Context: an optimization exercise on an open-source flow, tuned for small area, a short achievable clock period and few clock cycles per item. The choices shown serve that exercise and are no tape-out recipe. Only simulation tests tie the RTL to the original design; equivalence was not proved. Power figures rest on the tool's default switching activity, not on a simulated workload.

==> flow/design.v, too long to show whole: its modules and the start of the top module <==
// module booth_multiplier: 594 lines
// module booth_final_adder: 700 lines
// module booth_pfx1p: 6 lines
// module booth_pfx1g: 5 lines
// module booth_pfx2p: 6 lines
// module booth_pfx2g: 5 lines
// module booth_pfx3p: 6 lines
// module booth_pfx3g: 5 lines
// module booth_pfx4p: 6 lines
// module booth_pfx4g: 5 lines
// module booth_pfx5p: 6 lines
// module booth_pfx5g: 5 lines
// module booth_pfx6g: 5 lines
// module booth_pfx7g: 5 lines
module booth_multiplier(clk, reset_n, multiplier, multiplicand, op_start, op_clear, result, op_done);
  // ...
==> flow/run.sh <==
#!/bin/bash
# synth_recipe.tcl (not shown) runs the flow's synth.tcl, then flattens the netlist and writes it again
# the make line also repeats each setting of config.mk as NAME=value (left out here)
make -C /OpenROAD-flow-scripts/flow DESIGN_CONFIG=/design/flow/config.mk WORK_HOME=/design/flow/orfs CLKGATE_MAP_FILE= SYNTH_SCRIPT=/design/flow/synth_recipe.tcl finish
==> flow/config.mk <==
export PLATFORM = sky130hd
export DESIGN_NAME = booth_multiplier
export DESIGN_NICKNAME = booth_multiplier
export VERILOG_FILES = /design/flow/design.v
export SDC_FILE = /design/flow/constraint.sdc
export NUM_CORES = 4
export LEC_CHECK = 0
export CAP_MARGIN = 20
export CORE_MARGIN = 2
export CORE_UTILIZATION = 40
export SETUP_SLACK_MARGIN = 3.3
export SLEW_MARGIN = 20
export SYNTH_HIERARCHICAL = 1
==> flow/constraint.sdc <==
create_clock -name core_clock -period 6.0 [get_ports {clk}]
set_input_delay 1.2000 -clock core_clock [delete_from_list [all_inputs] [get_ports {clk}]]
set_output_delay 1.2000 -clock core_clock [all_outputs]
set_load 0.01 [all_outputs]
==> out/results.ini, run 1 <==
[finish]
top_regs = B: 64 flops, S: 64 flops, lo: 64 flops
multiInputGateArea_mm2 = 0.0174
multi_input_area_share_pct = 53.9
clock_area_share_pct = 3.90
seq_cells = 301
finalNonFillerCells = 3225
final_cell_mix = 201 x a21o_1, 196 x and2_1, 189 x xnor2_1
drive_gt1_share_pct = 31.8
layout_commonest_cell = a21o_1
clock_buffer_count = 56

[sta]
setup_viol = 0
skew_ns = 0.0296
holdWs_ns = 0.453
fin_crit_ns = 2.84
max_freq_ghz = 0.352

[floorplanning]
dieArea_mm2 = 0.0612
core.rowCount = 89
start_util_pct = 40.3

[grt]
use_met1_pct = 31.5
overflow = 0

[hold_path]
hold_path_class = flip-flop to flip-flop
hp-start = cnt[2]
min_to = cf

[logic_synthesis]
synth_cells = 2080

[setup_path]
critPathRequiredTime_ns = 6.46
critPathCapture = C[43]
crit_fanout = 8
worstPathCellList = buf_12 -> buf_16 -> buf_6 -> o22ai_4 -> xnor2_2 -> fa_2 -> fa_2 -> fa_2 -> and2_1
worst_ep_arrival_time_ns = 3.29
worst_setup_path_end_kind = flip-flop

[clock_tree]
cts_max_path_buffers = 3
htree_levels = 2

[run_status]
status = complete, no violations

[placement]
place_ws_ns = 2.53
place_congestion = 0.867

[pwr]
peakVddDrop_mv = 0.302
p_comb_mw = 8.71
combPwrFrac_pct = 60.5
power-per-cell-area_mw_per_mm2 = 446

[route]
wl_met2_um = 38600
drc = 0
viasPerCell = 5.57

Testbench counts, summed over its fixed seeds: cycles 5,760, items 480.
==> run 2: changes to the inputs <==
==> flow/flow/run.sh (new file) <==
#!/bin/bash
# Standard layout with two changes: the port buffers are plain buffers (buf_2)
# instead of delay buffers, and synthesis leaves adders to abc (no full-adder
# cells). Registers are untouched by either change.
bash standard.sh ADDER_MAP_FILE= "BUFFER_PORTS_ARGS=-buffer_cell sky130_fd_sc_hd__buf_2" finish > standard.log 2>&1
==> flow/standard.sh (new file) <==
#!/bin/bash
# synth_recipe.tcl (not shown) runs the flow's synth.tcl, then flattens the netlist and writes it again
# the make line also repeats each setting of config.mk as NAME=value (left out here)
make -C /OpenROAD-flow-scripts/flow DESIGN_CONFIG=/design/flow/config.mk WORK_HOME=/design/flow/orfs CLKGATE_MAP_FILE= SYNTH_SCRIPT=/design/flow/synth_recipe.tcl "${@:-finish}"
--- a/flow/config.mk
+++ b/flow/config.mk
@@ -8,6 +8,6 @@
 export CAP_MARGIN = 20
 export CORE_MARGIN = 2
 export CORE_UTILIZATION = 40
-export SETUP_SLACK_MARGIN = 3.3
+export SETUP_SLACK_MARGIN = 3.55
 export SLEW_MARGIN = 20
 export SYNTH_HIERARCHICAL = 1
removed: flow/run.sh
==> run 2 against run 1 <==
Sequential share of layout area decreased by 0.88 points. Critical path type unchanged. Global-route usage shrank 2.2 points. Critical endpoint is now S[56]. First-iteration DRC count rose by 8.3%. Combinational power increased by 33%. Die area increased by 21%.
==> out/results.ini, run 2 <==
[run_status]
status = complete, no violations  ; unchanged

[sta]
max_slew.worst_pin.slew_ns = 0.987  ; was 1.07 ns
fin_crit_ns = 2.78  ; was 2.84 ns
max_freq_ghz = 0.360  ; was 0.352 GHz
setup_viol = 0  ; unchanged
slew_headroom_pct = 34.2  ; was 28.8%
finalSetupTns_ns = 0  ; unchanged
drv_slew = 0  ; unchanged
fin_ws_ns = 3.22  ; was 3.16 ns
finalHoldViolations = 0  ; unchanged
holdWs_ns = 0.378  ; was 0.453 ns
finalCritPeriodShare_pct = 46.3  ; was 47.3%
skew_ns = 0.0419  ; was 0.0296 ns
rsz0062_at_grt = yes  ; unchanged

[route]
drtAntennaViolNets = 0  ; unchanged
viasPerCell = 5.56  ; was 5.57
drt-initial-drc-count = 1519  ; was 1403
drc = 0  ; unchanged
vias = 22200  ; was 18000
routed_wl_um = 88000  ; was 77200 um
wire_per_inst_um = 22.0  ; was 23.9 um
first_pass_iters = 5  ; was 6

[grt]
overflow = 0  ; unchanged
antenna_found_initial = 2  ; was 4
grt_pass1_vias = 22100  ; was 18900
use_met3_pct = 3.01  ; was 3.66%
grt.busiest_layer = met2  ; unchanged
grtUsageMet2_pct = 39.0  ; was 43.5%
grt_max_degree = 65  ; was 110
use_met1_pct = 30.3  ; was 31.5%
grt_usage_pct = 22.8  ; was 25.0%
grt_pass1_wl_um = 133000  ; was 115000 um

[floorplanning]
die_y_um = 272  ; was 247 um
dieWidth_um = 272  ; was 247 um
core_mm2 = 0.0712  ; was 0.0588 mm^2
core.rowCount = 98  ; was 89
pin_count = 261  ; unchanged
dieArea_mm2 = 0.0739  ; was 0.0612 mm^2
start_util_pct = 40.3  ; about the same

[clock_tree]
clk_pin_slew_worst_paths_ns = 0.06  ; about the same
cts-buffers-inserted = 40  ; was 39
cts_max_path_buffers = 3  ; unchanged
cts_tree = done  ; unchanged
holdBufCountCts = 0  ; unchanged
cts_root_buffer = clkbuf_16  ; unchanged
clk_latency_ns = 0.61  ; was 0.58 ns
htree_levels = 2  ; unchanged
clock-sinks = 301  ; unchanged

[pwr]
internal-power_mw = 10.9  ; was 8.52 mW
peakVddDrop_mv = 0.247  ; was 0.302 mV
switchingPower_mw = 6.87  ; was 5.89 mW
leakagePower_nw = 15.5  ; was 14.6 nW
p_seq_share_pct = 20.0  ; was 23.3%
power-per-cell-area_mw_per_mm2 = 524  ; was 446 mW/mm^2
clkPwrFrac_pct = 14.7  ; was 16.2%
power.share.switching_pct = 38.7  ; was 40.9%
combPwrFrac_pct = 65.3  ; was 60.5%

[finish]
nets = 3146  ; was 2880
finalNonFillerCells = 3996  ; was 3225
syn_to_final_growth_pct = 18.1  ; was 36.3%
num_antenna_cells = 0  ; was 4
top_regs = B: 64 flops, S: 64 flops, lo: 64 flops  ; unchanged
drive_gt1_share_pct = 32.8  ; was 31.8%
layout_commonest_cell = xnor2_1  ; was a21o_1
final_cell_mix = 422 x xnor2_1, 256 x buf_2, 205 x a21o_1  ; was 201 x a21o_1, 196 x and2_1, 189 x xnor2_1
final_area_mm2 = 0.0339  ; was 0.0323 mm^2

[setup_path]
worst_setup_path_end_kind = flip-flop  ; unchanged
critPathRequiredTime_ns = 6.46  ; about the same
crit_fanout = 7  ; was 8
start_kind = flip-flop  ; unchanged
worst_ep_arrival_time_ns = 3.23  ; was 3.29 ns
path_class = flip-flop to flip-flop  ; unchanged

[placement]
place_inst = 3812  ; was 2980
place_ws_ns = 2.64  ; was 2.53 ns
io_buffers = 260  ; unchanged
place_congestion = 0.860  ; was 0.867
dp_hpwl_um = 58800  ; was 50000 um
postPlaceCellArea_mm2 = 0.0305  ; was 0.0267 mm^2

[logic_synthesis]
synth_area_mm2 = 0.0287  ; was 0.0237 mm^2
synth_cells = 2741  ; was 2080
yosysWarnings = 7  ; unchanged
syn_avg_cell_area_um2 = 10.5  ; was 11.4 um^2

[hold_path]
hold_path_class = input pin to async pin  ; was flip-flop to flip-flop

[flow_run]
max_cap_viol_count = 0  ; unchanged

## run 2: worst paths after layout
path | slack (ns) | from | depth (start not counted) | end
min | 0.38 | reset_n | 1 | done
min in group core_clock | 0.47 | cnt[0] | 1 | cnt[0]
max in group asynchronous | 5.50 | reset_n | 1 | busy
max | 3.22 | S[0] | 10 | S[56]
max reg2reg | 3.22 | S[0] | 10 | S[56]
min reg2reg | 0.47 | cnt[0] | 1 | cnt[0]
## run 2: per-layer routing
metal	vias up	wire (um)
met3	113	4790
met2	706	42800
met1	11100	38300
li1	10300	-
met4	0	2100
met5	-	0
## run 2: cell type report
class	instances	area, um^2
Sequential cell	301	7590
Inverter	51	210
Clock inverter	12	179
Clock buffer	62	1280
Fill cell	6548	37400
Multi-Input combinational cell	2231	20700
Timing Repair Buffer	389	2710
Tap cell	950	1190
## run 2: critical path, stage by stage (launching register included)
cell	delay (ns)
dfxtp_4	0.37
xor2_2	0.18
a21o_1	0.22
a21o_1	0.23
a21o_1	0.17
a21o_4	0.23
a21o_4	0.29
a21o_4	0.27
a21o_1	0.20
xor3_1	0.21
a22o_1	0.23
## run 2: power groups by stage
stage	Combinational, mW	Sequential (mW)	Clock [mW]
after floorplan	9.43	3.21	0
after global placement	10.8	3.59	0
after detailed placement	11.0	3.60	0
after CTS	11.3	3.55	2.67
after global routing	12.5	3.63	2.74
final	11.6	3.55	2.61
## run 2: metrics by stage
| step | utilization, % | power, mW |
|---|---|---|
| finish | 47.6 | 17.8 |
| global route | 47.6 | 18.8 |
| CTS | 46.3 | 17.5 |
| detailed placement | 42.8 | 14.6 |
| global placement | 42.8 | 14.4 |
| floorplan | - | 12.6 |
## run 2: what timing repair did
action	CTS	global route
resized for setup	191	118
endpoints found under the setup margin	344	127
setup buffers	59	48
cloned	2	1
endpoints found under the hold margin	0	0
pin swaps	18	31
==> run 3: changes to the inputs <==
--- a/flow/config.mk
+++ b/flow/config.mk
@@ -8,6 +8,6 @@
 export CAP_MARGIN = 20
 export CORE_MARGIN = 2
 export CORE_UTILIZATION = 40
-export SETUP_SLACK_MARGIN = 3.55
+export SETUP_SLACK_MARGIN = 3.1
 export SLEW_MARGIN = 20
 export SYNTH_HIERARCHICAL = 1
==> run 3 against run 2 <==
Critical path depth rose by 1. Final area fell by 4.6%. Total power fell by 3.4%. Area after synthesis is the same. Hold slack improved by 0.010 ns. Largest cell class unchanged. Final cell count fell by 2.1%. Sequential share of layout area up 0.64 points. Utilization is 2.2 points lower.
==> out/results.ini, run 3 <==
[setup_path]
crit_family = compound AO/OA/AOI/OAI gates  ; unchanged
start_kind = flip-flop  ; unchanged
path_class = flip-flop to flip-flop  ; unchanged
startpoint = S[23]  ; was S[0]
worst_ep_arrival_time_ns = 3.35  ; was 3.23 ns
ff2ff_path_depth = 11  ; was 10
worst_setup_path_end_kind = flip-flop  ; unchanged
crit_top_cell = a21o_1  ; unchanged
max_stage_delay_ns = 0.36  ; was 0.37 ns
rr_endpoint = S[56]  ; unchanged
r2r_start = S[23]  ; was S[0]
cp.buffers_inverters = 1  ; was 0
crit_slowest_cell = dfxtp_2  ; was dfxtp_4
critPathCapture = S[56]  ; unchanged
cp_num_cells = 11  ; was 10
worstPathCellList = and2_2 -> a21o_1 -> a21o_1 -> a21o_4 -> a21o_1 -> buf_4 -> a21o_1 -> a21o_4 -> a21o_1 -> xor3_1 -> a22o_1  ; was xor2_2 -> a21o_1 -> a21o_1 -> a21o_1 -> a21o_4 -> a21o_4 -> a21o_4 -> a21o_1 -> xor3_1 -> a22o_1
crit_fanout = 17  ; was 7
critPathRequiredTime_ns = 6.48  ; was 6.46 ns
reg2reg_slack_ns = 3.13  ; was 3.22 ns

[pwr]
internal-power_mw = 10.5  ; was 10.9 mW
peakVddDrop_mv = 0.235  ; was 0.247 mV
combPwrFrac_pct = 64.8  ; was 65.3%
power.share.switching_pct = 38.9  ; was 38.7%
power-per-cell-area_mw_per_mm2 = 531  ; was 524 mW/mm^2
switchingPower_mw = 6.68  ; was 6.87 mW
leakagePower_nw = 14.8  ; was 15.5 nW
p_seq_share_pct = 20.9  ; was 20.0%
clkPwrFrac_pct = 14.3  ; was 14.7%

[finish]
nets = 3064  ; was 3146
final_util_pct = 45.4  ; was 47.6%
n_fill_cell = 6705  ; was 6548
layout_commonest_cell = xnor2_1  ; unchanged
multiInputGateArea_mm2 = 0.0204  ; was 0.0207 mm^2
syn_to_final_growth_pct = 12.6  ; was 18.1%
regArea_mm2 = 0.00744  ; was 0.00759 mm^2
top_regs = B: 64 flops, S: 64 flops, lo: 64 flops  ; unchanged
final_cell_mix = 438 x xnor2_1, 260 x buf_2, 207 x a21o_1  ; was 422 x xnor2_1, 256 x buf_2, 205 x a21o_1
num_antenna_cells = 0  ; unchanged
finalNonFillerCells = 3913  ; was 3996
drive_gt1_share_pct = 26.3  ; was 32.8%

[sta]
max_freq_ghz = 0.349  ; was 0.360 GHz
finalSetupTns_ns = 0  ; unchanged
slew_headroom_pct = 33.5  ; was 34.2%
drv_slew = 0  ; unchanged
max_slew.worst_pin.slew_ns = 0.997  ; was 0.987 ns
skew_ns = 0.0458  ; was 0.0419 ns
finalHoldViolations = 0  ; unchanged
rsz0062_at_grt = yes  ; unchanged
setup_viol = 0  ; unchanged
finalCritPeriodShare_pct = 47.8  ; was 46.3%
fin_crit_ns = 2.87  ; was 2.78 ns

[clock_tree]
clk_pin_slew_worst_paths_ns = 0.06  ; about the same
cts_max_path_buffers = 3  ; unchanged
cts-buffers-inserted = 40  ; unchanged
clk_latency_ns = 0.60  ; was 0.61 ns
htree_levels = 2  ; unchanged
clock-sinks = 301  ; unchanged
cts_root_buffer = clkbuf_16  ; unchanged
cts_tree = done  ; unchanged

[grt]
grt.busiest_layer = met2  ; unchanged
grt_usage_pct = 21.9  ; was 22.8%
use_met1_pct = 28.8  ; was 30.3%
overflow = 0  ; unchanged
grt_pass1_vias = 21700  ; was 22100
grt_pass1_wl_um = 128000  ; was 133000 um
antenna_found_initial = 2  ; unchanged
use_met3_pct = 3.68  ; was 3.01%
grt_max_degree = 65  ; unchanged
grtUsageMet2_pct = 37.1  ; was 39.0%

[logic_synthesis]
yosysWarnings = 7  ; unchanged
synth_area_mm2 = 0.0287  ; unchanged
synth_cells = 2741  ; unchanged
syn_avg_cell_area_um2 = 10.5  ; unchanged

[floorplanning]
start_util_pct = 40.3  ; unchanged
core_mm2 = 0.0712  ; unchanged
dieWidth_um = 272  ; unchanged
core.rowCount = 98  ; unchanged
die_y_um = 272  ; unchanged
dieArea_mm2 = 0.0739  ; unchanged
pin_count = 261  ; unchanged

[placement]
io_buffers = 260  ; unchanged
place_inst = 3815  ; was 3812
place_congestion = 0.854  ; was 0.860
dp_hpwl_um = 59100  ; was 58800 um

[route]
routed_wl_um = 83400  ; was 88000 um
drtAntennaViolNets = 0  ; unchanged
viasPerCell = 5.50  ; was 5.56
wire_per_inst_um = 21.3  ; was 22.0 um
drc = 0  ; unchanged
vias = 21500  ; was 22200
first_pass_iters = 8  ; was 5
drt-initial-drc-count = 1496  ; was 1519

[flow_run]
max_cap_viol_count = 0  ; unchanged

[run_status]
status = complete, no violations  ; unchanged

[hold_path]
hold_path_class = input pin to async pin  ; unchanged

## run 3: per-layer routing
metal,vias to the layer above,routed length (um)
li1,10100,-
met1,10600,36400
met2,674,39800
met3,127,5140
met4,0,2100
met5,-,0
## run 3: cell type report
class / instances / area share [%]
timing repair buffer: 307 / 5.43
clock buffer: 59 / 3.58
clock inverter: 14 / 0.554
inverter: 51 / 0.596
sequential: 301 / 23.0
tap: 950 / 3.68
multi-input combinational: 2231 / 63.1
## run 3: worst register-to-register path: stages (launching register included)
cell and delay (ns):
dfxtp_2 0.36, and2_2 0.22, a21o_1 0.20, a21o_1 0.20, a21o_4 0.27, a21o_1 0.19
buf_4 0.21, a21o_1 0.30, a21o_4 0.24, a21o_1 0.16, xor3_1 0.22, a22o_1 0.22
## run 3: power by group through the flow
stage | Clock [mW] | Combinational, mW | Sequential [mW]
after CTS | 2.52 | 11.1 | 3.56
after detailed placement | 0 | 11.0 | 3.59
after global placement | 0 | 10.8 | 3.58
after global routing | 2.59 | 12.0 | 3.67
final | 2.46 | 11.1 | 3.58
after floorplan | 0 | 9.42 | 3.21
## run 3: how the worst min path moves through the flow
stage	from	to	slack [ns]	cells past startpoint
after floorplan	cnt[0]	cnt[0]	0.43	1
after CTS	reset_n	busy	0.36	1
final	reset_n	fin	0.39	1
after detailed placement	cnt[0]	cnt[0]	0.46	1
after global placement	cnt[0]	cnt[0]	0.45	1
after global routing	reset_n	fin	0.36	1
## run 3: stage by stage
step | hold slack (ns) | area, um^2 | total power [mW] | setup slack [ns]
finish | 0.388 | 32300 | 17.2 | 3.13
detailed placement | 0.458 | 30500 | 14.6 | 2.52
global placement | 0.447 | 30500 | 14.4 | 2.28
global route | 0.364 | 32300 | 18.2 | 3.03
CTS | 0.358 | 31900 | 17.2 | 3.08
floorplan | 0.433 | 28700 | 12.6 | 3.14
## run 3: what timing repair did
action | CTS | global route
hold buffers | 0 | 0
setup buffers | 5 | 17
cloned | 1 | 2
endpoints found under the hold margin | 0 | 0
pin swaps | 3 | 9
setup endpoints to repair | 79 | 62
resized for setup | 33 | 69
==> run 4: changes to the inputs <==
--- a/flow/config.mk
+++ b/flow/config.mk
@@ -8,6 +8,7 @@
 export CAP_MARGIN = 20
 export CORE_MARGIN = 2
 export CORE_UTILIZATION = 40
-export SETUP_SLACK_MARGIN = 3.1
+export SETUP_SLACK_MARGIN = 3.3
 export SLEW_MARGIN = 20
 export SYNTH_HIERARCHICAL = 1
+export TNS_END_PERCENT = 20
==> run 4 against run 3 <==
Still clean. Total power rose by 1.0%. Final cell count barely moved. Sequential power down 3%. Clock skew is 0.0036 ns higher. Sequential share of layout area barely moved. Fmax rose by 3.1%. Hold slack gained 0.0053 ns. Largest cell class unchanged. Largest power group unchanged.
==> out/results.ini, run 4 <==
[finish]
top_regs = B: 64 flops, S: 64 flops, lo: 64 flops  ; unchanged
final_util_pct = 45.6  ; was 45.4%
nets = 3068  ; was 3064
layout_commonest_cell = xnor2_1  ; unchanged
syn_to_final_growth_pct = 13.1  ; was 12.6%
drive_gt1_share_pct = 27.4  ; was 26.3%
num_antenna_cells = 0  ; unchanged
final_cell_mix = 435 x xnor2_1, 260 x buf_2, 207 x a21o_1  ; was 438 x xnor2_1, 260 x buf_2, 207 x a21o_1
finalNonFillerCells = 3916  ; was 3913

[floorplanning]
core.rowCount = 98  ; unchanged
start_util_pct = 40.3  ; unchanged
die_y_um = 272  ; unchanged
core_mm2 = 0.0712  ; unchanged
dieWidth_um = 272  ; unchanged
pin_count = 261  ; unchanged
dieArea_mm2 = 0.0739  ; unchanged

[sta]
finalCritPeriodShare_pct = 46.4  ; was 47.8%
max_freq_ghz = 0.359  ; was 0.349 GHz
drv_slew = 0  ; unchanged
rsz0062_at_grt = yes  ; unchanged
fin_crit_ns = 2.78  ; was 2.87 ns
finalSetupTns_ns = 0  ; unchanged
max_slew.worst_pin.slew_ns = 0.864  ; was 0.997 ns
setup_viol = 0  ; unchanged
slew_headroom_pct = 42.4  ; was 33.5%
skew_ns = 0.0495  ; was 0.0458 ns
finalHoldViolations = 0  ; unchanged

[clock_tree]
clk_pin_slew_worst_paths_ns = 0.06  ; about the same
htree_levels = 2  ; unchanged
cts_tree = done  ; unchanged
cts_max_path_buffers = 3  ; unchanged
cts_root_buffer = clkbuf_16  ; unchanged
clock-sinks = 301  ; unchanged
clk_latency_ns = 0.59  ; was 0.60 ns
cts-buffers-inserted = 40  ; unchanged

[setup_path]
critPathRequiredTime_ns = 6.48  ; about the same
start_kind = flip-flop  ; unchanged
ff2ff_path_depth = 12  ; was 11
worst_ep_arrival_time_ns = 3.26  ; was 3.35 ns
r2r_start = DC[1]  ; was S[23]
path_class = flip-flop to flip-flop  ; unchanged
rr_endpoint = S[63]  ; was S[56]
reg2reg_slack_ns = 3.22  ; was 3.13 ns
crit_fanout = 5  ; was 17
worst_setup_path_end_kind = flip-flop  ; unchanged

[logic_synthesis]
syn_avg_cell_area_um2 = 10.5  ; unchanged
synth_area_mm2 = 0.0287  ; unchanged
yosysWarnings = 7  ; unchanged
synth_cells = 2741  ; unchanged

[grt]
grt_pass1_wl_um = 126000  ; was 128000 um
overflow = 0  ; unchanged
grt_max_degree = 65  ; unchanged
grt_pass1_vias = 21600  ; was 21700
antenna_found_initial = 1  ; was 2
grt_usage_pct = 21.6  ; was 21.9%

[route]
routed_wl_um = 82300  ; was 83400 um
viasPerCell = 5.47  ; was 5.50
vias = 21400  ; was 21500
first_pass_iters = 5  ; was 8
drt-initial-drc-count = 1527  ; was 1496
drc = 0  ; unchanged
wire_per_inst_um = 21.0  ; was 21.3 um
drtAntennaViolNets = 0  ; unchanged

[pwr]
peakVddDrop_mv = 0.244  ; was 0.235 mV
power-per-cell-area_mw_per_mm2 = 534  ; was 531 mW/mm^2
fin_total_pwr_mw = 17.3  ; was 17.2 mW
leakagePower_nw = 14.9  ; was 14.8 nW

[placement]
dp_hpwl_um = 58700  ; was 59100 um
io_buffers = 260  ; unchanged
place_congestion = 0.864  ; was 0.854
place_inst = 3818  ; was 3815

[flow_run]
max_cap_viol_count = 0  ; unchanged

[run_status]
status = complete, no violations  ; unchanged

[hold_path]
hold_path_class = input pin to async pin  ; unchanged

==> run 4: layer usage <==
| layer | GRT usage (%) | wire (um) |
|---|---|---|
| met5 | 0 | 0 |
| met1 | 28.7 | 35900 |
| met2 | 36.3 | 39400 |
| met4 | 6.55 | 2330 |
| met3 | 3.39 | 4720 |
==> run 4: what timing repair did <==
action	in CTS	in global routing
hold endpoints to repair	0	0
hold buffers	0	0
setup buffers	11	12
pin swaps	17	22
gates cloned	2	1
gates resized for setup	73	95
setup endpoints to repair	131	98
==> run 4: area by class of cell <==
cell class	count	area, um^2
fill	6779	38800
multi-input combinational	2231	20500
sequential	301	7480
timing repair buffer	311	1820
tap	950	1190
clock buffer	52	1080
clock inverter	20	233
inverter	51	195
==> run 4: worst max path at each step <==
stage | from | endpoint | slack (ns) | cells after the start
floorplan | S[1] | S[56] | 2.94 | 10
global placement | DS[2] | S[61] | 2.64 | 13
detailed placement | DS[2] | S[56] | 2.49 | 12
CTS | DC[0] | S[56] | 3.19 | 12
global route | S[1] | S[63] | 3.16 | 12
finish | DC[1] | S[63] | 3.22 | 12
==> run 4: report_power, final <==
part / switching, mW / total (mW) / internal, mW
Clock: 1.02 / 2.43 / 1.41
Combinational: 4.97 / 11.4 / 6.44
Sequential: 0.837 / 3.48 / 2.65
Total: 6.83 / 17.3 / 10.5
==> run 4: through the flow <==
| step | worst slack [ns] | hold slack [ns] | area, um^2 |
|---|---|---|---|
| after floorplan | 2.94 | 0.433 | 28700 |
| after detailed placement | 2.49 | 0.466 | 30500 |
| after CTS | 3.19 | 0.355 | 32100 |
| final | 3.22 | 0.393 | 32500 |
| after global routing | 3.16 | 0.370 | 32500 |
| after global placement | 2.64 | 0.445 | 30500 |
==> run 4: worst max-delay path: stages (launching register included) <==
cell and delay, ns:
dfxtp_2 0.33, xor2_1 0.17, and2_1 0.18, a21o_4 0.22
a21o_4 0.21, a21o_1 0.18, buf_12 0.14, a21o_4 0.22
buf_12 0.15, a21o_4 0.24, a21o_1 0.17, xor2_1 0.16
o31a_1 0.29
==> run 5: changes to the inputs <==
--- a/flow/config.mk
+++ b/flow/config.mk
@@ -8,7 +8,7 @@
 export CAP_MARGIN = 20
 export CORE_MARGIN = 2
 export CORE_UTILIZATION = 40
+export PLACE_DENSITY = 0.7
 export SETUP_SLACK_MARGIN = 3.3
 export SLEW_MARGIN = 20
 export SYNTH_HIERARCHICAL = 1
-export TNS_END_PERCENT = 20
==> run 5 against run 4 <==
Synthesized cell count unchanged. Highest routed layer is now met5. Still clean on timing, DRC and antenna. Clock power fell by 2%. Critical path type unchanged. Final area is 0.54% higher.
==> out/results.ini, run 5 <==
[run_status]
status = complete, no violations  ; unchanged

[finish]
top_regs = B: 64 flops, S: 64 flops, lo: 64 flops  ; unchanged
final_cell_mix = 437 x xnor2_1, 260 x buf_2, 204 x a21o_1  ; was 435 x xnor2_1, 260 x buf_2, 207 x a21o_1
syn_to_final_growth_pct = 13.7  ; was 13.1%
drive_gt1_share_pct = 28.4  ; was 27.4%
nets = 3085  ; was 3068
final_util_pct = 45.8  ; was 45.6%
layout_commonest_cell = xnor2_1  ; unchanged

[sta]
holdWs_ns = 0.407  ; was 0.393 ns
max_slew.worst_pin.slew_ns = 0.927  ; was 0.864 ns
max_freq_ghz = 0.373  ; was 0.359 GHz
slew_headroom_pct = 38.2  ; was 42.4%
finalHoldViolations = 0  ; unchanged
skew_ns = 0.0330  ; was 0.0495 ns
rsz0062_at_grt = yes  ; unchanged
setup_viol = 0  ; unchanged
drv_slew = 0  ; unchanged
finalCritPeriodShare_pct = 44.7  ; was 46.4%
finalSetupTns_ns = 0  ; unchanged
fin_crit_ns = 2.68  ; was 2.78 ns

[floorplanning]
dieArea_mm2 = 0.0739  ; unchanged
core.rowCount = 98  ; unchanged
die_y_um = 272  ; unchanged
dieWidth_um = 272  ; unchanged
pin_count = 261  ; unchanged
core_mm2 = 0.0712  ; unchanged
start_util_pct = 40.3  ; unchanged

[grt]
grt_pass1_wl_um = 123000  ; was 126000 um
grt_usage_pct = 21.2  ; was 21.6%
grt_max_degree = 77  ; was 65
overflow = 0  ; unchanged
antenna_found_initial = 2  ; was 1
grt_pass1_vias = 21100  ; was 21600

[placement]
place_congestion = 0.830  ; was 0.864
dp_hpwl_um = 56500  ; was 58700 um
io_buffers = 260  ; unchanged

[logic_synthesis]
yosysWarnings = 7  ; unchanged
synth_cells = 2741  ; unchanged
syn_avg_cell_area_um2 = 10.5  ; unchanged
synth_area_mm2 = 0.0287  ; unchanged

[setup_path]
max_stage_delay_ns = 0.34  ; was 0.33 ns
path_class = flip-flop to flip-flop  ; unchanged
crit_top_cell = a21o_1  ; was a21o_4
worstPathCellList = and2_2 -> a21o_1 -> a21o_1 -> a21o_1 -> a21o_4 -> a21o_4 -> buf_4 -> buf_4 -> a21o_1 -> xor3_1 -> a22o_1  ; was xor2_1 -> and2_1 -> a21o_4 -> a21o_4 -> a21o_1 -> buf_12 -> a21o_4 -> buf_12 -> a21o_4 -> a21o_1 -> xor2_1 -> o31a_1
r2r_start = DS[7]  ; was DC[1]
reg2reg_slack_ns = 3.32  ; was 3.22 ns
rr_endpoint = S[47]  ; was S[63]
critPathRequiredTime_ns = 6.45  ; was 6.48 ns
worst_ep_arrival_time_ns = 3.14  ; was 3.26 ns
crit_fanout = 3  ; was 5
start_kind = flip-flop  ; unchanged
ff2ff_path_depth = 11  ; was 12
worst_setup_path_end_kind = flip-flop  ; unchanged
crit_slowest_cell = dfxtp_2  ; unchanged

[clock_tree]
clk_latency_ns = 0.60  ; was 0.59 ns
cts_max_path_buffers = 3  ; unchanged
cts_tree = done  ; unchanged
clock-sinks = 301  ; unchanged
clk_pin_slew_worst_paths_ns = 0.06  ; about the same
htree_levels = 2  ; unchanged
cts_root_buffer = clkbuf_16  ; unchanged
cts-buffers-inserted = 40  ; unchanged
holdBufCountCts = 0  ; unchanged

[hold_path]
hold_path_class = input pin to async pin  ; unchanged

[flow_run]
max_cap_viol_count = 0  ; unchanged

[route]
drc = 0  ; unchanged
vias = 21600  ; was 21400
drtAntennaViolNets = 0  ; unchanged
wire_per_inst_um = 20.7  ; was 21.0 um
drt-initial-drc-count = 1504  ; was 1527
first_pass_iters = 5  ; unchanged
viasPerCell = 5.49  ; was 5.47
routed_wl_um = 81500  ; was 82300 um

[pwr]
power.share.switching_pct = 39.0  ; was 39.4%
combPwrFrac_pct = 66.0  ; was 65.9%
internal-power_mw = 10.5  ; about the same
leakagePower_nw = 14.9  ; about the same
power-per-cell-area_mw_per_mm2 = 526  ; was 534 mW/mm^2
fin_total_pwr_mw = 17.2  ; was 17.3 mW
clkPwrFrac_pct = 13.9  ; was 14.0%
switchingPower_mw = 6.70  ; was 6.83 mW
peakVddDrop_mv = 0.266  ; was 0.244 mV
p_seq_share_pct = 20.1  ; about the same

## run 5: what timing repair did
item,in CTS,in global routing
endpoints found under the setup margin,211,107
gates resized for setup,91,89
pin swaps,15,12
cloned,1,1
buffers inserted,28,10
## run 5: per-layer routing
metal	vias up	part of all wire [%]	global-route usage [%]
met5	-	0.016	0
met4	2	2.7	5.99
met3	117	6.5	3.37
met2	743	47	35.7
met1	10600	43	28.2
li1	10200	-	-
## run 5: how the worst max path moves through the flow
stage / startpoint / cells after the start / end
finish: DS[7] / 11 / S[47]
global placement: f_neg[0] / 8 / S[56]
detailed placement: f_neg[0] / 8 / S[56]
CTS: DS[0] / 11 / S[50]
floorplan: DS[0] / 10 / S[63]
global route: C[26] / 13 / S[57]
## run 5: layout make-up
class,count,area [um^2]
clock buffer,56,1110
timing repair buffer,328,1940
inverter,51,196
clock inverter,18,161
tap,950,1190
multi-input combinational,2231,20500
fill,6643,38600
antenna,1,2.50
sequential,301,7490
## run 5: critical path, delay by kind of cell (launching register included)
kind	cells	cell delay [ns]
AOI/OAI and AO/OA	7	1.49
DFF	1	0.34
buffers and inverters	2	0.29
and+or+nand+nor	1	0.21
xor gates and xnor gates	1	0.21
## run 5: per-stage QoR
| step | worst slack [ns] | cells | cell area, um^2 |
|---|---|---|---|
| final | 3.32 | 3936 | 32600 |
| after global routing | 3.22 | 3935 | 32600 |
| after CTS | 3.28 | 3924 | 32300 |
| after global placement | 2.51 | 3821 | 30500 |
| after floorplan | 3.30 | 2743 | 28700 |
| after detailed placement | 2.46 | 3821 | 30500 |
## run 5: power by group through the flow
stage,combinational [mW],sequential [mW],clock [mW]
CTS,11.2,3.43,2.43
finish,11.3,3.46,2.38
global placement,10.9,3.44,0
detailed placement,11.1,3.46,0
floorplan,9.42,3.21,0
global route,12.2,3.53,2.51
==> run 6: changes to the inputs <==
--- a/flow/config.mk
+++ b/flow/config.mk
@@ -8,7 +8,6 @@
 export CAP_MARGIN = 20
 export CORE_MARGIN = 2
 export CORE_UTILIZATION = 40
-export PLACE_DENSITY = 0.7
 export SETUP_SLACK_MARGIN = 3.3
 export SLEW_MARGIN = 20
 export SYNTH_HIERARCHICAL = 1
==> run 6 against run 5 <==
Non-clock buffer count down 9. Sequential power increased by 2%. Still clean on timing, DRC and antenna. Worst setup slack better by 0.026 ns. Final cell count fell by 0.18%. Hold slack worse by 0.011 ns. Count of clock-buffer cells in the layout up 1. Critical path depth down 1. Synthesized cell count stayed put. Clock skew decreased by 0.0029 ns. Sequential share of layout area barely moved. Wire length rose by 3.2%. Die area unchanged.
==> out/results.ini, run 6 <==
[run_status]
status = complete, no violations  ; unchanged

[sta]
slew_headroom_pct = 29.9  ; was 38.2%
skew_ns = 0.0300  ; was 0.0330 ns
fin_ws_ns = 3.34  ; was 3.32 ns
finalSetupTns_ns = 0  ; unchanged
max_freq_ghz = 0.376  ; was 0.373 GHz
finalCritPeriodShare_pct = 44.3  ; was 44.7%
finalHoldViolations = 0  ; unchanged
holdWs_ns = 0.396  ; was 0.407 ns
drv_slew = 0  ; unchanged
max_slew.worst_pin.slew_ns = 1.05  ; was 0.927 ns
rsz0062_at_grt = yes  ; unchanged
fin_crit_ns = 2.66  ; was 2.68 ns
setup_viol = 0  ; unchanged

[grt]
antenna_found_initial = 3  ; was 2
overflow = 0  ; unchanged
use_met3_pct = 3.13  ; was 3.37%
grt.busiest_layer = met2  ; unchanged
use_met1_pct = 29.2  ; was 28.2%
grt_pass1_vias = 21700  ; was 21100
grtUsageMet2_pct = 38.1  ; was 35.7%
grt_pass1_wl_um = 130000  ; was 123000 um
grt_max_degree = 72  ; was 77
grt_usage_pct = 22.1  ; was 21.2%

[finish]
regArea_mm2 = 0.00750  ; was 0.00749 mm^2
n_fill_cell = 6633  ; was 6643
top_regs = B: 64 flops, S: 64 flops, lo: 64 flops  ; unchanged
drive_gt1_share_pct = 28.5  ; was 28.4%
final_cell_mix = 437 x xnor2_1, 260 x buf_2, 205 x a21o_1  ; was 437 x xnor2_1, 260 x buf_2, 204 x a21o_1
finalNonFillerCells = 3929  ; was 3936
final_area_mm2 = 0.0327  ; was 0.0326 mm^2
layout_commonest_cell = xnor2_1  ; unchanged
nets = 3077  ; was 3085
multiInputGateArea_mm2 = 0.0206  ; was 0.0205 mm^2
syn_to_final_growth_pct = 13.9  ; was 13.7%

[route]
routed_wl_um = 84100  ; was 81500 um
wire_per_inst_um = 21.4  ; was 20.7 um
first_pass_iters = 5  ; unchanged
drtAntennaViolNets = 0  ; unchanged
drc = 0  ; unchanged
viasPerCell = 5.51  ; was 5.49
drt-initial-drc-count = 1689  ; was 1504
vias = 21700  ; was 21600

[setup_path]
crit_slowest_cell = dfxtp_4  ; was dfxtp_2
worst_setup_path_end_kind = flip-flop  ; unchanged
cp.buffers_inverters = 0  ; was 2
crit_family = compound AO/OA/AOI/OAI gates  ; unchanged
worstPathCellList = and2_2 -> a21o_1 -> a21o_1 -> a21o_4 -> a21o_4 -> a21o_4 -> a21o_4 -> a21o_1 -> xor2_1 -> o31a_1  ; was and2_2 -> a21o_1 -> a21o_1 -> a21o_1 -> a21o_4 -> a21o_4 -> buf_4 -> buf_4 -> a21o_1 -> xor3_1 -> a22o_1
crit_fanout = 6  ; was 3
start_kind = flip-flop  ; unchanged
critPathRequiredTime_ns = 6.47  ; was 6.45 ns
worst_ep_arrival_time_ns = 3.13  ; was 3.14 ns
crit_top_cell = a21o_4  ; was a21o_1
max_stage_delay_ns = 0.36  ; was 0.34 ns
path_class = flip-flop to flip-flop  ; unchanged

[placement]
dp_hpwl_um = 58500  ; was 56500 um
postPlaceCellArea_mm2 = 0.0305  ; about the same
place_congestion = 0.891  ; was 0.830
io_buffers = 260  ; unchanged
place_inst = 3815  ; was 3821
place_ws_ns = 2.39  ; was 2.46 ns

[clock_tree]
cts_max_path_buffers = 3  ; unchanged
cts-buffers-inserted = 41  ; was 40
holdBufCountCts = 0  ; unchanged
htree_levels = 2  ; unchanged
clock-sinks = 301  ; unchanged
cts_root_buffer = clkbuf_16  ; unchanged
clk_latency_ns = 0.60  ; about the same
cts_tree = done  ; unchanged
clk_pin_slew_worst_paths_ns = 0.06  ; about the same

[logic_synthesis]
syn_avg_cell_area_um2 = 10.5  ; unchanged
synth_cells = 2741  ; unchanged
synth_area_mm2 = 0.0287  ; unchanged
yosysWarnings = 7  ; unchanged

[pwr]
leakagePower_nw = 14.9  ; about the same
switchingPower_mw = 6.83  ; was 6.70 mW
peakVddDrop_mv = 0.257  ; was 0.266 mV
combPwrFrac_pct = 65.0  ; was 66.0%
p_seq_share_pct = 20.2  ; was 20.1%
clkPwrFrac_pct = 14.7  ; was 13.9%
internal-power_mw = 10.6  ; was 10.5 mW
power.share.switching_pct = 39.1  ; was 39.0%
power-per-cell-area_mw_per_mm2 = 534  ; was 526 mW/mm^2

[floorplanning]
die_y_um = 272  ; unchanged
dieArea_mm2 = 0.0739  ; unchanged
core.rowCount = 98  ; unchanged
dieWidth_um = 272  ; unchanged
pin_count = 261  ; unchanged
start_util_pct = 40.3  ; unchanged
core_mm2 = 0.0712  ; unchanged

[hold_path]
hold_path_class = input pin to async pin  ; unchanged

[flow_run]
max_cap_viol_count = 0  ; unchanged

-- run 6: cell types whose count changed in the layout (fill, tap and decap cells not counted), sizes merged --
cell      before  now
buf          328  318
bufinv         1    4
clkbuf        56   58
clkinvlp       4    3
inv           51   50
-- run 6: final timing paths --
path | to | slack [ns] | from | cells after the start
max in group asynchronous | busy | 5.49 | reset_n | 1
max reg2reg | S[63] | 3.34 | S[7] | 10
max | S[63] | 3.34 | S[7] | 10
min reg2reg | cnt[0] | 0.48 | cnt[0] | 1
min | busy | 0.40 | reset_n | 1
min in group core_clock | cnt[0] | 0.48 | cnt[0] | 1
-- run 6: layer usage --
layer,wire [um],share of wire [%]
met5,0,0
met4,1630,1.9
met3,4500,5.3
met2,40900,49
met1,37000,44
-- run 6: worst reg2reg max path, delay by kind of cell, from the launching register on --
kind | cells | cell delay, ns
AO/OA/AOI/OAI | 8 | 1.79
AND/OR/NAND/NOR | 1 | 0.22
XOR/XNOR | 1 | 0.15
flip-flops | 1 | 0.36
-- run 6: timing repair --
item                       4_1_cts  5_1_grt
pin swaps                       13       12
setup endpoints to repair      126       77
gates resized for setup         91       83
gates cloned                     2        0
setup buffers                   15       20
-- run 6: per-stage QoR --
| step | power [mW] | utilization, % |
|---|---|---|
| 3_3_place_gp | 14.5 | 42.8 |
| 2_1_floorplan | 12.6 | - |
| 6_report | 17.5 | 45.9 |
| 5_1_grt | 18.5 | 45.9 |
| 3_5_place_dp | 14.7 | 42.8 |
| 4_1_cts | 17.4 | 45.3 |
-- run 6: layout make-up --
| class | instances | area share (%) |
|---|---|---|
| clock inverters | 19 | 0.773 |
| repair buffers | 319 | 5.64 |
| multi-input cells | 2231 | 62.9 |
| well taps | 950 | 3.64 |
| clock buffers | 57 | 3.51 |
| inverters | 51 | 0.601 |
| diodes | 1 | 0.00766 |
| flip-flops and latches | 301 | 22.9 |
-- run 6: power by group through the flow --
stage | Sequential, mW | Combinational, mW | Clock, mW
6_report | 3.53 | 11.4 | 2.57
5_1_grt | 3.62 | 12.2 | 2.71
4_1_cts | 3.50 | 11.3 | 2.63
3_5_place_dp | 3.53 | 11.1 | 0
3_3_place_gp | 3.51 | 11.0 | 0
2_1_floorplan | 3.21 | 9.42 | 0
==> run 7: changes to the inputs <==
--- a/flow/config.mk
+++ b/flow/config.mk
@@ -8,6 +8,8 @@
 export CAP_MARGIN = 20
 export CORE_MARGIN = 2
 export CORE_UTILIZATION = 40
+export CTS_CLUSTER_DIAMETER = 100
+export CTS_CLUSTER_SIZE = 20
 export SETUP_SLACK_MARGIN = 3.3
 export SLEW_MARGIN = 20
 export SYNTH_HIERARCHICAL = 1
==> run 7 against run 6 <==
Still clean on timing, DRC and antenna. Clock skew is 0.019 ns higher. Register-to-register slack worse by 0.03 ns. Utilization is 0.72 points lower.
==> out/results.ini, run 7 <==
[run_status]
status = complete, no violations  ; unchanged

[sta]
setup_viol = 0  ; unchanged
finalSetupTns_ns = 0  ; unchanged
max_slew.worst_pin.slew_ns = 1.06  ; was 1.05 ns
max_freq_ghz = 0.372  ; was 0.376 GHz
rsz0062_at_grt = yes  ; unchanged
skew_ns = 0.0487  ; was 0.0300 ns
fin_ws_ns = 3.31  ; was 3.34 ns
slew_headroom_pct = 29.6  ; was 29.9%
finalHoldViolations = 0  ; unchanged
holdWs_ns = 0.362  ; was 0.396 ns
fin_crit_ns = 2.69  ; was 2.66 ns
finalCritPeriodShare_pct = 44.8  ; was 44.3%
drv_slew = 0  ; unchanged

[clock_tree]
cts_max_path_buffers = 3  ; unchanged
clock-sinks = 301  ; unchanged
cts_tree = done  ; unchanged
holdBufCountCts = 0  ; unchanged
cts-buffers-inserted = 24  ; was 41
cts_root_buffer = clkbuf_16  ; unchanged
clk_pin_slew_worst_paths_ns = 0.09  ; was 0.06 ns
htree_levels = 1  ; was 2
clk_latency_ns = 0.61  ; was 0.60 ns

[pwr]
peakVddDrop_mv = 0.263  ; was 0.257 mV
fin_total_pwr_mw = 16.6  ; was 17.5 mW
internal-power_mw = 9.93  ; was 10.6 mW
p_seq_share_pct = 21.2  ; was 20.2%
leakagePower_nw = 14.7  ; was 14.9 nW
switchingPower_mw = 6.71  ; was 6.83 mW
combPwrFrac_pct = 68.4  ; was 65.0%
power.share.switching_pct = 40.3  ; was 39.1%
clkPwrFrac_pct = 10.4  ; was 14.7%
power-per-cell-area_mw_per_mm2 = 517  ; was 534 mW/mm^2

[setup_path]
worst_setup_path_end_kind = flip-flop  ; unchanged
worstPathCellList = xor2_2 -> a21o_1 -> a21o_1 -> a21o_4 -> a21o_4 -> a21o_4 -> a21o_4 -> a21o_1 -> xor3_1 -> a22o_1  ; was and2_2 -> a21o_1 -> a21o_1 -> a21o_4 -> a21o_4 -> a21o_4 -> a21o_4 -> a21o_1 -> xor2_1 -> o31a_1
cp.buffers_inverters = 0  ; unchanged
startpoint = C[8]  ; was S[7]
crit_top_cell = a21o_4  ; unchanged
crit_slowest_cell = dfxtp_4  ; unchanged
max_stage_delay_ns = 0.37  ; was 0.36 ns
critPathRequiredTime_ns = 6.47  ; about the same
crit_fanout = 5  ; was 6
r2r_start = C[8]  ; was S[7]
start_kind = flip-flop  ; unchanged
worst_ep_arrival_time_ns = 3.16  ; was 3.13 ns
path_class = flip-flop to flip-flop  ; unchanged
crit_family = compound AO/OA/AOI/OAI gates  ; unchanged

[route]
drtAntennaViolNets = 0  ; unchanged
wire_per_inst_um = 21.5  ; was 21.4 um
drt-initial-drc-count = 1558  ; was 1689
routed_wl_um = 83800  ; was 84100 um
vias = 21600  ; was 21700
first_pass_iters = 7  ; was 5
drc = 0  ; unchanged
viasPerCell = 5.53  ; was 5.51

[finish]
nets = 3062  ; was 3077
top_regs = B: 64 flops, S: 64 flops, lo: 64 flops  ; unchanged
layout_commonest_cell = xnor2_1  ; unchanged
drive_gt1_share_pct = 28.4  ; was 28.5%
n_fill_cell = 6689  ; was 6633
syn_to_final_growth_pct = 12.1  ; was 13.9%
num_antenna_cells = 0  ; was 1
final_area_mm2 = 0.0322  ; was 0.0327 mm^2
final_cell_mix = 437 x xnor2_1, 260 x buf_2, 204 x a21o_1  ; was 437 x xnor2_1, 260 x buf_2, 205 x a21o_1

[flow_run]
max_cap_viol_count = 0  ; unchanged

[grt]
grt_pass1_wl_um = 130000  ; about the same
antenna_found_initial = 3  ; unchanged
grt_max_degree = 72  ; unchanged
grt_usage_pct = 22.1  ; about the same
overflow = 0  ; unchanged
grt_pass1_vias = 21600  ; was 21700

[logic_synthesis]
yosysWarnings = 7  ; unchanged
synth_area_mm2 = 0.0287  ; unchanged
syn_avg_cell_area_um2 = 10.5  ; unchanged
synth_cells = 2741  ; unchanged

[placement]
place_congestion = 0.891  ; unchanged
postPlaceCellArea_mm2 = 0.0305  ; unchanged
dp_hpwl_um = 58500  ; unchanged
place_ws_ns = 2.39  ; unchanged
io_buffers = 260  ; unchanged

[floorplanning]
core_mm2 = 0.0712  ; unchanged
start_util_pct = 40.3  ; unchanged
dieWidth_um = 272  ; unchanged
dieArea_mm2 = 0.0739  ; unchanged
die_y_um = 272  ; unchanged
pin_count = 261  ; unchanged
core.rowCount = 98  ; unchanged

[hold_path]
hold_path_class = input pin to async pin  ; unchanged

[run 7: timing repair]
action,4_1_cts,5_1_grt
resized for setup,100,84
setup endpoints to repair,127,75
hold endpoints to repair,0,0
setup buffers,19,16
cloned,3,1
pin swaps,14,12
[run 7: through the flow]
stage          cells  util (%)
5_1_grt         3898      45.2
3_3_place_gp    3815      42.8
4_1_cts         3881      44.6
2_1_floorplan   2743         -
3_5_place_dp    3815      42.8
6_report        3898      45.2
[run 7: final cells by class]
cell class	instances	area [um^2]	area share (%)
timing repair buffer	320	1880	5.84
sequential	301	7510	23.4
inverter	51	196	0.611
clock inverter	13	155	0.482
clock buffer	31	647	2.01
multi-input combinational	2232	20600	64.0
tap	950	1190	3.69
[run 7: worst paths after layout]
path                          end  depth (start not counted)  slack [ns]
hold / removal               busy                          1        0.36
hold reg to reg            cnt[0]                          1        0.49
min in group core_clock    cnt[0]                          1        0.49
max in group asynchronous    busy                          1        5.52
setup / recovery            S[56]                         10        3.31
setup reg to reg            S[56]                         10        3.31
[run 7: power groups by stage]
stage                     sequential (mW)  clock, mW  combinational (mW)
after floorplan                      3.21          0                9.42
after global placement               3.51          0                11.0
after detailed placement             3.53          0                11.1
after CTS                            3.50       1.76                11.3
after global routing                 3.63       1.84                12.2
final                                3.54       1.73                11.4
[run 7: worst register-to-register path, cell delays in order, from the launching register on]
cell,delay [ns]
dfxtp_4,0.37
xor2_2,0.18
a21o_1,0.22
a21o_1,0.23
a21o_4,0.26
a21o_4,0.22
a21o_4,0.24
a21o_4,0.27
a21o_1,0.17
xor3_1,0.18
a22o_1,0.21
[run 7: per-layer routing]
metal / share of wire [%] / GRT usage (%) / vias to the layer above
met5: 0.016 / 0 / -
met4: 2.0 / 4.14 / 2
met3: 5.7 / 3.38 / 99
met2: 49 / 38.4 / 624
met1: 44 / 29.1 / 10800
li1: - / - / 10100

separate check: timing with driven ports:
In the flow no input, the clock included, has a driving cell. The finished layouts below were timed again as built, in two steps.
Step 1: set_driving_cell puts a clkbuf_16 on clk and a buf_2 on each other input, an assumption about the parent block.
Step 2 times the ports against the registers' clock, not the clock port: input delays grow and output delays shrink by t, the midpoint of the rising clock arrivals with the driver on.
Slacks: ideal ports / drivers / drivers and shift; pairs: ideal ports / drivers.
| run | t (ns) | slack for setup (ns) | hold slack, ns | worst setup path after step 2 | latest minus earliest clock arrival (ns) |
|---|---|---|---|---|---|
| run 1 | 0.623 | 3.162 / 3.162 / 3.162 | 0.453 / 0.453 / 0.453 | register to register | 0.030 / 0.030 |
| run 2 | 0.654 | 3.225 / 3.225 / 3.225 | 0.378 / 0.372 / 0.468 | register to register | 0.042 / 0.042 |
| run 3 | 0.641 | 3.132 / 3.132 / 3.132 | 0.388 / 0.374 / 0.464 | register to register | 0.048 / 0.048 |
| run 4 | 0.636 | 3.217 / 3.217 / 3.217 | 0.393 / 0.378 / 0.479 | register to register | 0.050 / 0.050 |
| run 5 | 0.649 | 3.316 / 3.316 / 3.316 | 0.407 / 0.402 / 0.470 | register to register | 0.033 / 0.033 |
| run 6 | 0.646 | 3.341 / 3.327 / 3.328 | 0.396 / 0.382 / 0.478 | input to register | 0.031 / 0.032 |
| run 7 | 0.651 | 3.315 / 3.310 / 3.315 | 0.362 / 0.353 / 0.485 | register to register | 0.049 / 0.048 |
After both steps setup and hold are still met in every run listed. The setup slack of run 6, which loses most, moves by -0.014 ns with the drivers and by -0.013 ns with both steps.
